This is an optimization exercise on Yosys and OpenROAD, whose aim is small area, a short achievable clock period and few clock cycles, not a production implementation. Only simulation tests tie the RTL to the original design; equivalence was not proved.

==> 09-24: inputs <==
==> flow/design.v <==
module JAM (
    input CLK,
    input RST,
    output reg [2:0] W,
    output reg [2:0] J,
    input [6:0] Cost,
    output reg [3:0] MatchCount,
    output reg [9:0] MinCost,
    output Valid
);
    localparam [2:0] S_SCAN = 3'd0, S_SEL = 3'd1, S_AUG = 3'd2, S_TIGHT = 3'd3,
                     S_RYS = 3'd4, S_DRAIN = 3'd5, S_DONE = 3'd6,
                     S_RYS0 = 3'd7;
    reg [2:0] state;
    reg [7:0] vp [0:7];           
    reg [7:0] mv [0:7];           
    reg [2:0] way [0:7];
    reg [7:0] wroot;
    reg [2:0] p [0:7];            
    reg [7:0] matched;
    reg [7:0] used;
    reg [2:0] ph;                 
    reg [6:0] Dp;                 
    reg [8:0] K;                  
    reg root;
    reg [2:0] j0;
    reg [2:0] Jn;
    reg pv;
    reg [7:0] todo;
    reg [2:0] tkP;
    reg iss;
    reg [7:0] vpA;
    reg [8:0] adA;
    reg [7:0] mvA;
    reg firstA;
    reg vB, rootB, firstB;
    reg [6:0] cB;
    reg [9:0] preB;
    reg [10:0] thrB;
    reg [2:0] jB;
    reg [7:0] mvB;
    reg [2:0] pC;
    reg wrE, wrR;
    reg [7:0] wrK;
    reg [2:0] wrJ;
    reg rJ, rW;
    reg [2:0] wc, wwc;
    reg [7:0] vpnB;
    reg [7:0] xk;
    reg tv, tfirst;
    reg vC;
    reg [7:0] nmC;
    reg [7:0] vpnC;
    reg [2:0] jC;
    reg [2:0] fuC;
    reg [7:0] best;
    reg [2:0] j1;
    reg [2:0] p1;
    reg [8:0] nvpcb;              
    reg [7:0] vpcb;               
    reg [2:0] fu1;
    reg [55:0] T;
    reg [7:0] F;
    reg [7:0] cnt, S;
    reg [2:0] tbr;
    reg lastr, par;
    reg fpar;
    reg [3:0] r0, r1, r2, r3, r4, r5, r6, r7;
    reg [3:0] q0, q1;
    reg negR, vR, vR2, negR2, vR3, negR3;
    reg [3:0] prodR;
    reg [1:0] dr;
    reg vld;
    assign Valid = vld;
    function [2:0] lowbit;
        input [7:0] m;
        begin
            if (m[0]) lowbit = 3'd0;
            else if (m[1]) lowbit = 3'd1;
            else if (m[2]) lowbit = 3'd2;
            else if (m[3]) lowbit = 3'd3;
            else if (m[4]) lowbit = 3'd4;
            else if (m[5]) lowbit = 3'd5;
            else if (m[6]) lowbit = 3'd6;
            else lowbit = 3'd7;
        end
    endfunction
    wire tmode = (state == S_TIGHT);
    wire auglast = (state == S_AUG) & rJ;
    wire first = (ph == 3'd0) & root & ~tmode;
    wire [7:0] vpP = first ? 8'd0 : vp[Jn];
    wire [8:0] addP = (root & used[Jn]) ? {2'b00, Dp} : K;
    wire doP = pv & (state == S_SCAN || state == S_TIGHT || auglast);
    wire [9:0] preA = {{2{vpA[7]}}, vpA} + {adA[8], adA};
    wire [10:0] thrA = {3'b000, mvA} - {{3{vpA[7]}}, vpA} - {{2{adA[8]}}, adA};
    wire [7:0] vpnA = root ? preA[7:0] : vpA;
    wire ltB = rootB | (~thrB[10] & (thrB[9:0] > {3'b000, cB}));
    wire [9:0] keyB = {3'b000, cB} + preB;
    wire [7:0] ksat = (keyB[9:8] != 2'd0) ? 8'hFF : keyB[7:0];
    wire [7:0] nmB = ltB ? ksat : mvB;
    wire [7:0] unusedB = (rootB ? 8'hFF : ~used) & ~(8'd1 << jB);
    wire betterC = vC & (nmC < best);
    wire lastC = vC & ~vB;
    wire [2:0] j1f = betterC ? jC : j1;
    wire [7:0] nused = used | (8'd1 << j1);
    wire [7:0] rest1 = ~nused & ~(8'd1 << fu1);
    wire [8:0] Kn = nvpcb - {2'b00, Cost};
    wire [2:0] way1 = way[j1];
    wire [63:0] Tc;
    genvar gk, gj;
    generate
        for (gk = 0; gk < 8; gk = gk + 1) begin : trow
            for (gj = 0; gj < 8; gj = gj + 1) begin : tcol
                if (gj == gk) begin : dg
                    assign Tc[8*gk+gj] = 1'b1;
                end else begin : od
                    assign Tc[8*gk+gj] = T[7*gk+((gj-gk+8)%8)-1];
                end
            end
        end
    endgenerate
    reg [7:0] F1, F2, rowo, colo;
    integer a, b;
    always @(*) begin
        for (a = 0; a < 8; a = a + 1) begin
            rowo[a] = 1'b0;
            colo[a] = 1'b0;
            for (b = 0; b < 8; b = b + 1) if (a != b) begin
                rowo[a] = rowo[a] | Tc[8*a+b];
                colo[a] = colo[a] | Tc[8*b+a];
            end
        end
        F1 = ~rowo | ~colo;
        for (a = 0; a < 8; a = a + 1) begin
            rowo[a] = 1'b0;
            colo[a] = 1'b0;
            for (b = 0; b < 8; b = b + 1) if (a != b) begin
                rowo[a] = rowo[a] | (Tc[8*a+b] & ~F1[b]);
                colo[a] = colo[a] | (Tc[8*b+a] & ~F1[b]);
            end
        end
        F2 = F1 | ~rowo | ~colo;
    end
    wire [7:0] cntn = ((cnt | F) + 8'd1) & ~F;
    wire radd = ~S[tbr];
    wire [3:0] g0 = r0;
    wire [3:0] g1 = r1;
    wire [3:0] g2 = r2;
    wire [3:0] g3 = r3;
    wire [3:0] g4 = r4;
    wire [3:0] g5 = r5;
    wire [3:0] g6 = r6;
    wire [3:0] g7 = r7;
    function [3:0] upd;
        input [3:0] x;
        input t;
        input ad;
        begin
            upd = ad ? x + {3'b000, t} : x - {3'b000, t};
        end
    endfunction
    wire [3:0] m03 = (g0 * g1) * (g2 * g3);
    wire [3:0] m47 = (g4 * g5) * (g6 * g7);
    wire [3:0] prodP = q0 * q1;
    always @(posedge CLK) begin
        rootB <= root;
        firstB <= firstA;
        cB <= Cost;
        preB <= preA;
        thrB <= thrA;
        jB <= J;
        mvB <= mvA;
        pC <= p[jB];
        wrK <= ksat;
        wrJ <= jB;
        wrR <= rootB;
        tfirst <= firstB;
        vpnB <= vpnA;
        nmC <= nmB;
        vpnC <= vpnB;
        jC <= jB;
        fuC <= lowbit(unusedB);
        negR <= par;
        fpar <= ^(~F);
        q0 <= m03;
        q1 <= m47;
        negR2 <= negR ^ fpar;
        prodR <= prodP;
    end
    integer i;
    always @(posedge CLK) begin
        vB <= 1'b0;
        vC <= 1'b0;
        vR <= 1'b0;
        tv <= 1'b0;
        if (RST) begin
            state <= S_SCAN;
            ph <= 3'd0;
            matched <= 8'd0;
            used <= 8'd0;
            K <= 9'd0;
            root <= 1'b1;
            best <= 8'hFF;
            W <= 3'd0;
            J <= 3'd0;
            iss <= 1'b1;
            vpA <= 8'd0;
            adA <= 9'd0;
            wrE <= 1'b0;
            Jn <= 3'd1;
            pv <= 1'b1;
            todo <= 8'hFC;
            MinCost <= 10'd0;
            MatchCount <= 4'd0;
            vld <= 1'b0;
        end else begin
            vB <= iss;
            wrE <= 1'b0;
            if (iss && root && !tmode) begin
                vp[J] <= preA[7:0];
                used[J] <= 1'b0;
            end
            if (iss && tmode) begin
                vp[J] <= preA[7:0];
                used[J] <= 1'b0;
            end
            if (wrE) begin
                mv[wrJ] <= wrK;
                way[wrJ] <= j0;
                wroot[wrJ] <= wrR;
            end
            if (vB) begin
                if (tmode) begin
                    tv <= 1'b1;
                end else begin
                    vC <= 1'b1;
                    wrE <= ltB;
                end
            end
            if (tv) begin
                if (tfirst) xk <= wrK;
                if (!tfirst) T <= {(wrK == xk), T[55:1]};
            end
            if (betterC) begin
                best <= nmC;
                j1 <= jC;
                p1 <= pC;
                nvpcb <= {1'b0, nmC} - {vpnC[7], vpnC};
                vpcb <= vpnC - nmC;
                fu1 <= fuC;
            end
            if (doP) begin
                vpA <= vpP;
                adA <= addP;
                mvA <= mv[Jn];
            end
            case (state)
                S_SCAN: begin
                    J <= Jn;
                    iss <= pv;
                    pv <= (todo != 8'd0);
                    Jn <= lowbit(todo);
                    todo <= todo & ~(8'd1 << lowbit(todo));
                    if (lastC) begin
                        W <= betterC ? pC : p1;
                        J <= j1f;
                        Jn <= betterC ? fuC : fu1;
                        state <= S_SEL;
                    end
                end
                S_SEL: begin
                    best <= 8'hFF;
                    if (matched[j1]) begin
                        used <= nused;
                        vp[j1] <= vpcb;
                        K <= Kn;
                        root <= 1'b0;
                        j0 <= j1;
                        vpA <= vpP;
                        adA <= Kn;
                        mvA <= mv[Jn];
                        J <= fu1;
                        iss <= 1'b1;
                        Jn <= lowbit(rest1);
                        pv <= (rest1 != 8'd0);
                        todo <= rest1 & ~(8'd1 << lowbit(rest1));
                        state <= S_SCAN;
                    end else begin
                        MinCost <= MinCost + {3'b000, best[6:0]};
                        Dp <= best[6:0];
                        J <= j1;
                        W <= wroot[j1] ? ph : p[way1];
                        rJ <= wroot[j1];
                        wc <= way1;
                        rW <= wroot[way1];
                        wwc <= way[way1];
                        root <= 1'b1;
                        K <= 9'd0;
                        Jn <= 3'd0;
                        pv <= 1'b1;
                        state <= S_AUG;
                    end
                end
                S_AUG: begin
                    p[J] <= W;
                    matched[J] <= 1'b1;
                    if (!rJ) begin
                        J <= wc;
                        W <= rW ? ph : p[wwc];
                        rJ <= rW;
                        wc <= wwc;
                        rW <= wroot[wwc];
                        wwc <= way[wwc];
                    end else if (ph != 3'd7) begin
                        ph <= ph + 3'd1;
                        W <= ph + 3'd1;
                        J <= 3'd0;
                        iss <= 1'b1;
                        Jn <= 3'd1;
                        todo <= 8'hFC;
                        state <= S_SCAN;
                    end else begin
                        W <= (J == 3'd0) ? W : p[0];
                        J <= 3'd0;
                        iss <= 1'b1;
                        firstA <= 1'b1;
                        tkP <= 3'd0;
                        Jn <= 3'd1;
                        state <= S_TIGHT;
                    end
                end
                S_TIGHT: begin
                    J <= Jn;
                    iss <= pv;
                    firstA <= (Jn == tkP);
                    if (pv) begin
                        W <= p[tkP];
                        if (Jn + 3'd1 != tkP) Jn <= Jn + 3'd1;
                        else if (tkP != 3'd7) begin
                            tkP <= tkP + 3'd1;
                            Jn <= tkP + 3'd1;
                        end else pv <= 1'b0;
                    end
                    if (!pv && !iss && !vB && !tv) begin
                        F <= F2;
                        cnt <= 8'd0;
                        S <= 8'd0;
                        par <= 1'b0;
                        r0 <= {3'b000, F2[0]};
                        r1 <= {3'b000, F2[1]};
                        r2 <= {3'b000, F2[2]};
                        r3 <= {3'b000, F2[3]};
                        r4 <= {3'b000, F2[4]};
                        r5 <= {3'b000, F2[5]};
                        r6 <= {3'b000, F2[6]};
                        r7 <= {3'b000, F2[7]};
                        MatchCount <= 4'd0;
                        state <= S_RYS0;
                    end
                end
                S_RYS0: begin
                    cnt <= cntn;
                    tbr <= lowbit(cntn);
                    lastr <= (cntn == 8'd0);
                    state <= S_RYS;
                end
                S_RYS: begin
                    vR <= 1'b1;
                    if (lastr) begin
                        dr <= 2'd0;
                        state <= S_DRAIN;
                    end else begin
                        S[tbr] <= radd;
                        par <= ~par;
                        r0 <= upd(r0, Tc[tbr] & ~F[0], radd);
                        r1 <= upd(r1, Tc[8 + tbr] & ~F[1], radd);
                        r2 <= upd(r2, Tc[16 + tbr] & ~F[2], radd);
                        r3 <= upd(r3, Tc[24 + tbr] & ~F[3], radd);
                        r4 <= upd(r4, Tc[32 + tbr] & ~F[4], radd);
                        r5 <= upd(r5, Tc[40 + tbr] & ~F[5], radd);
                        r6 <= upd(r6, Tc[48 + tbr] & ~F[6], radd);
                        r7 <= upd(r7, Tc[56 + tbr] & ~F[7], radd);
                        cnt <= cntn;
                        tbr <= lowbit(cntn);
                        lastr <= (cntn == 8'd0);
                    end
                end
                S_DRAIN: begin
                    dr <= dr + 2'd1;
                    if (dr == 2'd1) begin
                        state <= S_DONE;
                        vld <= 1'b1;
                    end
                end
                default: ;
            endcase
            vR2 <= vR;
            if (vR2) MatchCount <= negR2 ? MatchCount - prodR : MatchCount + prodR;
        end
    end
endmodule
==> flow/run.sh <==
#!/bin/bash
# synth_recipe.tcl (not shown) runs the flow's synth.tcl, then flattens the netlist and writes it again
# the make line also repeats each setting of config.mk as NAME=value (left out here)
make -C /OpenROAD-flow-scripts/flow DESIGN_CONFIG=/design/flow/config.mk WORK_HOME=/design/flow/orfs CLKGATE_MAP_FILE= SYNTH_SCRIPT=/design/flow/synth_recipe.tcl finish
==> flow/config.mk <==
export PLATFORM = sky130hd
export DESIGN_NAME = JAM
export DESIGN_NICKNAME = JAM
export VERILOG_FILES = /design/flow/design.v
export SDC_FILE = /design/flow/constraint.sdc
export NUM_CORES = 4
export LEC_CHECK = 0
export CAP_MARGIN = 20
export CORE_MARGIN = 2
export CORE_UTILIZATION = 40
export SLEW_MARGIN = 20
==> flow/constraint.sdc <==
create_clock -name core_clock -period 4.0 [get_ports {CLK}]
set_input_delay 0.8000 -clock core_clock [delete_from_list [all_inputs] [get_ports {CLK}]]
set_output_delay 0.8000 -clock core_clock [all_outputs]
set_load 0.01 [all_outputs]
==> 10-20 (differences from 09-24) <==
--- a/flow/design.v
+++ b/flow/design.v
@@ -57,5 +57,5 @@
     reg [2:0] j1;
+    reg m1, mC;
     reg [2:0] p1;
-    reg [8:0] nvpcb;              
-    reg [7:0] vpcb;               
+    reg [7:0] vpb;                
     reg [2:0] fu1;
@@ -64,3 +64,5 @@
     reg [7:0] cnt, S;
-    reg [2:0] tbr;
+    reg [7:0] tbr;                
+    reg [7:0] tcol;               
+    reg radd;                     
     reg lastr, par;
@@ -68,3 +70,3 @@
     reg [3:0] r0, r1, r2, r3, r4, r5, r6, r7;
-    reg [3:0] q0, q1;
+    reg [3:0] h0, h1, h2, h3, q0, q1;
     reg negR, vR, vR2, negR2, vR3, negR3;
@@ -106,4 +108,5 @@
     wire [7:0] rest1 = ~nused & ~(8'd1 << fu1);
-    wire [8:0] Kn = nvpcb - {2'b00, Cost};
+    wire [8:0] Kn = {1'b0, best} - {vpb[7], vpb} - {2'b00, Cost};
     wire [2:0] way1 = way[j1];
+    wire [7:0] vp0 = first ? 8'd0 : vp[0];
     wire [63:0] Tc;
@@ -143,4 +146,12 @@
     end
-    wire [7:0] cntn = ((cnt | F) + 8'd1) & ~F;
-    wire radd = ~S[tbr];
+    wire [7:0] xp1 = cnt + 8'd1;
+    wire [7:0] cntn = xp1 & ~F;
+    wire [7:0] tcn;
+    genvar gr;
+    generate
+        for (gr = 0; gr < 8; gr = gr + 1) begin : tcsel
+            assign tcn[gr] = (|(Tc[8*gr+7:8*gr] & cntoh)) & ~F[gr];
+        end
+    endgenerate
+    wire [7:0] cntoh = xp1 & ~cnt;
     wire [3:0] g0 = r0;
@@ -161,4 +172,4 @@
     endfunction
-    wire [3:0] m03 = (g0 * g1) * (g2 * g3);
-    wire [3:0] m47 = (g4 * g5) * (g6 * g7);
+    wire [3:0] m03 = h0 * h1;
+    wire [3:0] m47 = h2 * h3;
     wire [3:0] prodP = q0 * q1;
@@ -181,2 +192,3 @@
         jC <= jB;
+        mC <= matched[jB];
         fuC <= lowbit(unusedB);
@@ -184,2 +196,6 @@
         fpar <= ^(~F);
+        h0 <= g0 * g1;
+        h1 <= g2 * g3;
+        h2 <= g4 * g5;
+        h3 <= g6 * g7;
         q0 <= m03;
@@ -187,2 +203,3 @@
         negR2 <= negR ^ fpar;
+        negR3 <= negR2;
         prodR <= prodP;
@@ -246,5 +263,5 @@
                 j1 <= jC;
+                m1 <= mC;
                 p1 <= pC;
-                nvpcb <= {1'b0, nmC} - {vpnC[7], vpnC};
-                vpcb <= vpnC - nmC;
+                vpb <= vpnC;
                 fu1 <= fuC;
@@ -272,5 +289,5 @@
                     best <= 8'hFF;
-                    if (matched[j1]) begin
+                    if (m1) begin
                         used <= nused;
-                        vp[j1] <= vpcb;
+                        vp[j1] <= vpb - best;
                         K <= Kn;
@@ -301,2 +318,22 @@
                         state <= S_AUG;
+                        if (wroot[j1]) begin
+                            p[j1] <= ph;
+                            matched[j1] <= 1'b1;
+                            vpA <= vp0;
+                            adA <= used[0] ? {2'b00, best[6:0]} : 9'd0;
+                            J <= 3'd0;
+                            iss <= 1'b1;
+                            Jn <= 3'd1;
+                            if (ph != 3'd7) begin
+                                ph <= ph + 3'd1;
+                                W <= ph + 3'd1;
+                                todo <= 8'hFC;
+                                state <= S_SCAN;
+                            end else begin
+                                W <= (j1 == 3'd0) ? ph : p[0];
+                                firstA <= 1'b1;
+                                tkP <= 3'd0;
+                                state <= S_TIGHT;
+                            end
+                        end
                     end
@@ -345,3 +382,3 @@
                         F <= F2;
-                        cnt <= 8'd0;
+                        cnt <= F2;
                         S <= 8'd0;
@@ -361,4 +398,6 @@
                 S_RYS0: begin
-                    cnt <= cntn;
-                    tbr <= lowbit(cntn);
+                    cnt <= xp1 | F;
+                    tbr <= cntoh;
+                    tcol <= tcn;
+                    radd <= 1'b1;
                     lastr <= (cntn == 8'd0);
@@ -372,14 +411,16 @@
                     end else begin
-                        S[tbr] <= radd;
+                        S <= S ^ tbr;
                         par <= ~par;
-                        r0 <= upd(r0, Tc[tbr] & ~F[0], radd);
-                        r1 <= upd(r1, Tc[8 + tbr] & ~F[1], radd);
-                        r2 <= upd(r2, Tc[16 + tbr] & ~F[2], radd);
-                        r3 <= upd(r3, Tc[24 + tbr] & ~F[3], radd);
-                        r4 <= upd(r4, Tc[32 + tbr] & ~F[4], radd);
-                        r5 <= upd(r5, Tc[40 + tbr] & ~F[5], radd);
-                        r6 <= upd(r6, Tc[48 + tbr] & ~F[6], radd);
-                        r7 <= upd(r7, Tc[56 + tbr] & ~F[7], radd);
-                        cnt <= cntn;
-                        tbr <= lowbit(cntn);
+                        r0 <= upd(r0, tcol[0], radd);
+                        r1 <= upd(r1, tcol[1], radd);
+                        r2 <= upd(r2, tcol[2], radd);
+                        r3 <= upd(r3, tcol[3], radd);
+                        r4 <= upd(r4, tcol[4], radd);
+                        r5 <= upd(r5, tcol[5], radd);
+                        r6 <= upd(r6, tcol[6], radd);
+                        r7 <= upd(r7, tcol[7], radd);
+                        cnt <= xp1 | F;
+                        tbr <= cntoh;
+                        tcol <= tcn;
+                        radd <= ~|((S ^ tbr) & cntoh);
                         lastr <= (cntn == 8'd0);
@@ -389,3 +430,3 @@
                     dr <= dr + 2'd1;
-                    if (dr == 2'd1) begin
+                    if (dr == 2'd2) begin
                         state <= S_DONE;
@@ -397,3 +438,4 @@
             vR2 <= vR;
-            if (vR2) MatchCount <= negR2 ? MatchCount - prodR : MatchCount + prodR;
+            vR3 <= vR2;
+            if (vR3) MatchCount <= negR3 ? MatchCount - prodR : MatchCount + prodR;
         end
- SETUP_SLACK_MARGIN: default -> 1.3
==> 08-06 (differences from 09-24) <==
--- a/flow/design.v
+++ b/flow/design.v
@@ -58,4 +58,3 @@
     reg [2:0] p1;
-    reg [8:0] nvpcb;              
-    reg [7:0] vpcb;               
+    reg [7:0] vpb;                
     reg [2:0] fu1;
@@ -64,3 +63,3 @@
     reg [7:0] cnt, S;
-    reg [2:0] tbr;
+    reg [7:0] tbr;                
     reg lastr, par;
@@ -106,3 +105,3 @@
     wire [7:0] rest1 = ~nused & ~(8'd1 << fu1);
-    wire [8:0] Kn = nvpcb - {2'b00, Cost};
+    wire [8:0] Kn = {1'b0, best} - {vpb[7], vpb} - {2'b00, Cost};
     wire [2:0] way1 = way[j1];
@@ -144,3 +143,4 @@
     wire [7:0] cntn = ((cnt | F) + 8'd1) & ~F;
-    wire radd = ~S[tbr];
+    wire radd = ~|(S & tbr);
+    wire [7:0] cntoh = cntn & ~(cntn - 8'd1);
     wire [3:0] g0 = r0;
@@ -247,4 +247,3 @@
                 p1 <= pC;
-                nvpcb <= {1'b0, nmC} - {vpnC[7], vpnC};
-                vpcb <= vpnC - nmC;
+                vpb <= vpnC;
                 fu1 <= fuC;
@@ -274,3 +273,3 @@
                         used <= nused;
-                        vp[j1] <= vpcb;
+                        vp[j1] <= vpb - best;
                         K <= Kn;
@@ -362,3 +361,3 @@
                     cnt <= cntn;
-                    tbr <= lowbit(cntn);
+                    tbr <= cntoh;
                     lastr <= (cntn == 8'd0);
@@ -372,14 +371,14 @@
                     end else begin
-                        S[tbr] <= radd;
+                        S <= S ^ tbr;
                         par <= ~par;
-                        r0 <= upd(r0, Tc[tbr] & ~F[0], radd);
-                        r1 <= upd(r1, Tc[8 + tbr] & ~F[1], radd);
-                        r2 <= upd(r2, Tc[16 + tbr] & ~F[2], radd);
-                        r3 <= upd(r3, Tc[24 + tbr] & ~F[3], radd);
-                        r4 <= upd(r4, Tc[32 + tbr] & ~F[4], radd);
-                        r5 <= upd(r5, Tc[40 + tbr] & ~F[5], radd);
-                        r6 <= upd(r6, Tc[48 + tbr] & ~F[6], radd);
-                        r7 <= upd(r7, Tc[56 + tbr] & ~F[7], radd);
+                        r0 <= upd(r0, (|(Tc[7:0] & tbr)) & ~F[0], radd);
+                        r1 <= upd(r1, (|(Tc[15:8] & tbr)) & ~F[1], radd);
+                        r2 <= upd(r2, (|(Tc[23:16] & tbr)) & ~F[2], radd);
+                        r3 <= upd(r3, (|(Tc[31:24] & tbr)) & ~F[3], radd);
+                        r4 <= upd(r4, (|(Tc[39:32] & tbr)) & ~F[4], radd);
+                        r5 <= upd(r5, (|(Tc[47:40] & tbr)) & ~F[5], radd);
+                        r6 <= upd(r6, (|(Tc[55:48] & tbr)) & ~F[6], radd);
+                        r7 <= upd(r7, (|(Tc[63:56] & tbr)) & ~F[7], radd);
                         cnt <= cntn;
-                        tbr <= lowbit(cntn);
+                        tbr <= cntoh;
                         lastr <= (cntn == 8'd0);
- SETUP_SLACK_MARGIN: default -> 0.8
==> impl_metrics.toml <==
[outcome]
status = "timing/DRC/antenna clean"

[placement]
dpl_worst_slack_ns = 0.366
dpl.hpwl_mm = 58.5

[final_layout]
signal_buffers = 116

[setup_path]
crit_cells = 7
r2r_setup_slack_ns = 0.80

[drt]
first_pass_iters = 7
That was 08-06.
==> impl_metrics.toml <==
[setup_path]
crit_cells = 10

[outcome]
status = "timing/DRC/antenna clean"

[placement]
dpl.hpwl_mm = 62.7

[drt]
first_pass_iters = 6
That was 10-20.
==> impl_metrics.toml <==
[final_layout]
signal_buffers = 89
clock_buffers = 89

[drt]
first_pass_iters = 8

[sta]
worstMarginPinSlew_ns = 0.991

[setup_path]
r2r_setup_slack_ns = 0.69

[placement]
dpl.hpwl_mm = 57.9
dpl_worst_slack_ns = 0.711

[outcome]
status = "timing/DRC/antenna clean"
That was 09-24.
Testbench counts of 09-24, summed over its fixed seeds: cycles 2,343.
Testbench counts of 10-20, summed over its fixed seeds: cycles 2,307.
Testbench counts of 08-06, summed over its fixed seeds: cycles 2,343.

[re-timing with driven ports]
The results above use ideal ports. As a check the final layouts listed here were re-extracted and re-timed, cells and wires unchanged.
Step 1 sets driving cells, clkbuf_16 on the clock port and buf_2 on the other inputs (assumed; they add their load-dependent delay and slew).
Step 2 times the ports against the registers' clock, not the clock port: input delays grow and output delays shrink by t, the midpoint of the rising clock arrivals with the driver on.
a / b / c = ideal ports / drivers / drivers and shift; a / b = the first two.
| run | t, ns | slack for setup (ns) | clock arrival spread, ns | slew at the worst register clock pin (ns) | pins driven straight from the clock port |
|---|---|---|---|---|---|
| 09-24 | 0.678 | 0.691 / 0.691 / 0.691 | 0.055 / 0.055 | 0.07 / 0.07 | 1 |
| 10-20 | 0.680 | 1.331 / 1.331 / 0.695 | 0.042 / 0.041 | 0.07 / 0.07 | 1 |
| 08-06 | 0.654 | 0.801 / 0.801 / 0.348 | 0.029 / 0.030 | 0.07 / 0.07 | 1 |
After both steps setup and hold are still met in every run listed. For 10-20, which loses most, drivers alone change the setup slack by 0.000 ns; drivers and shift together by -0.636 ns.
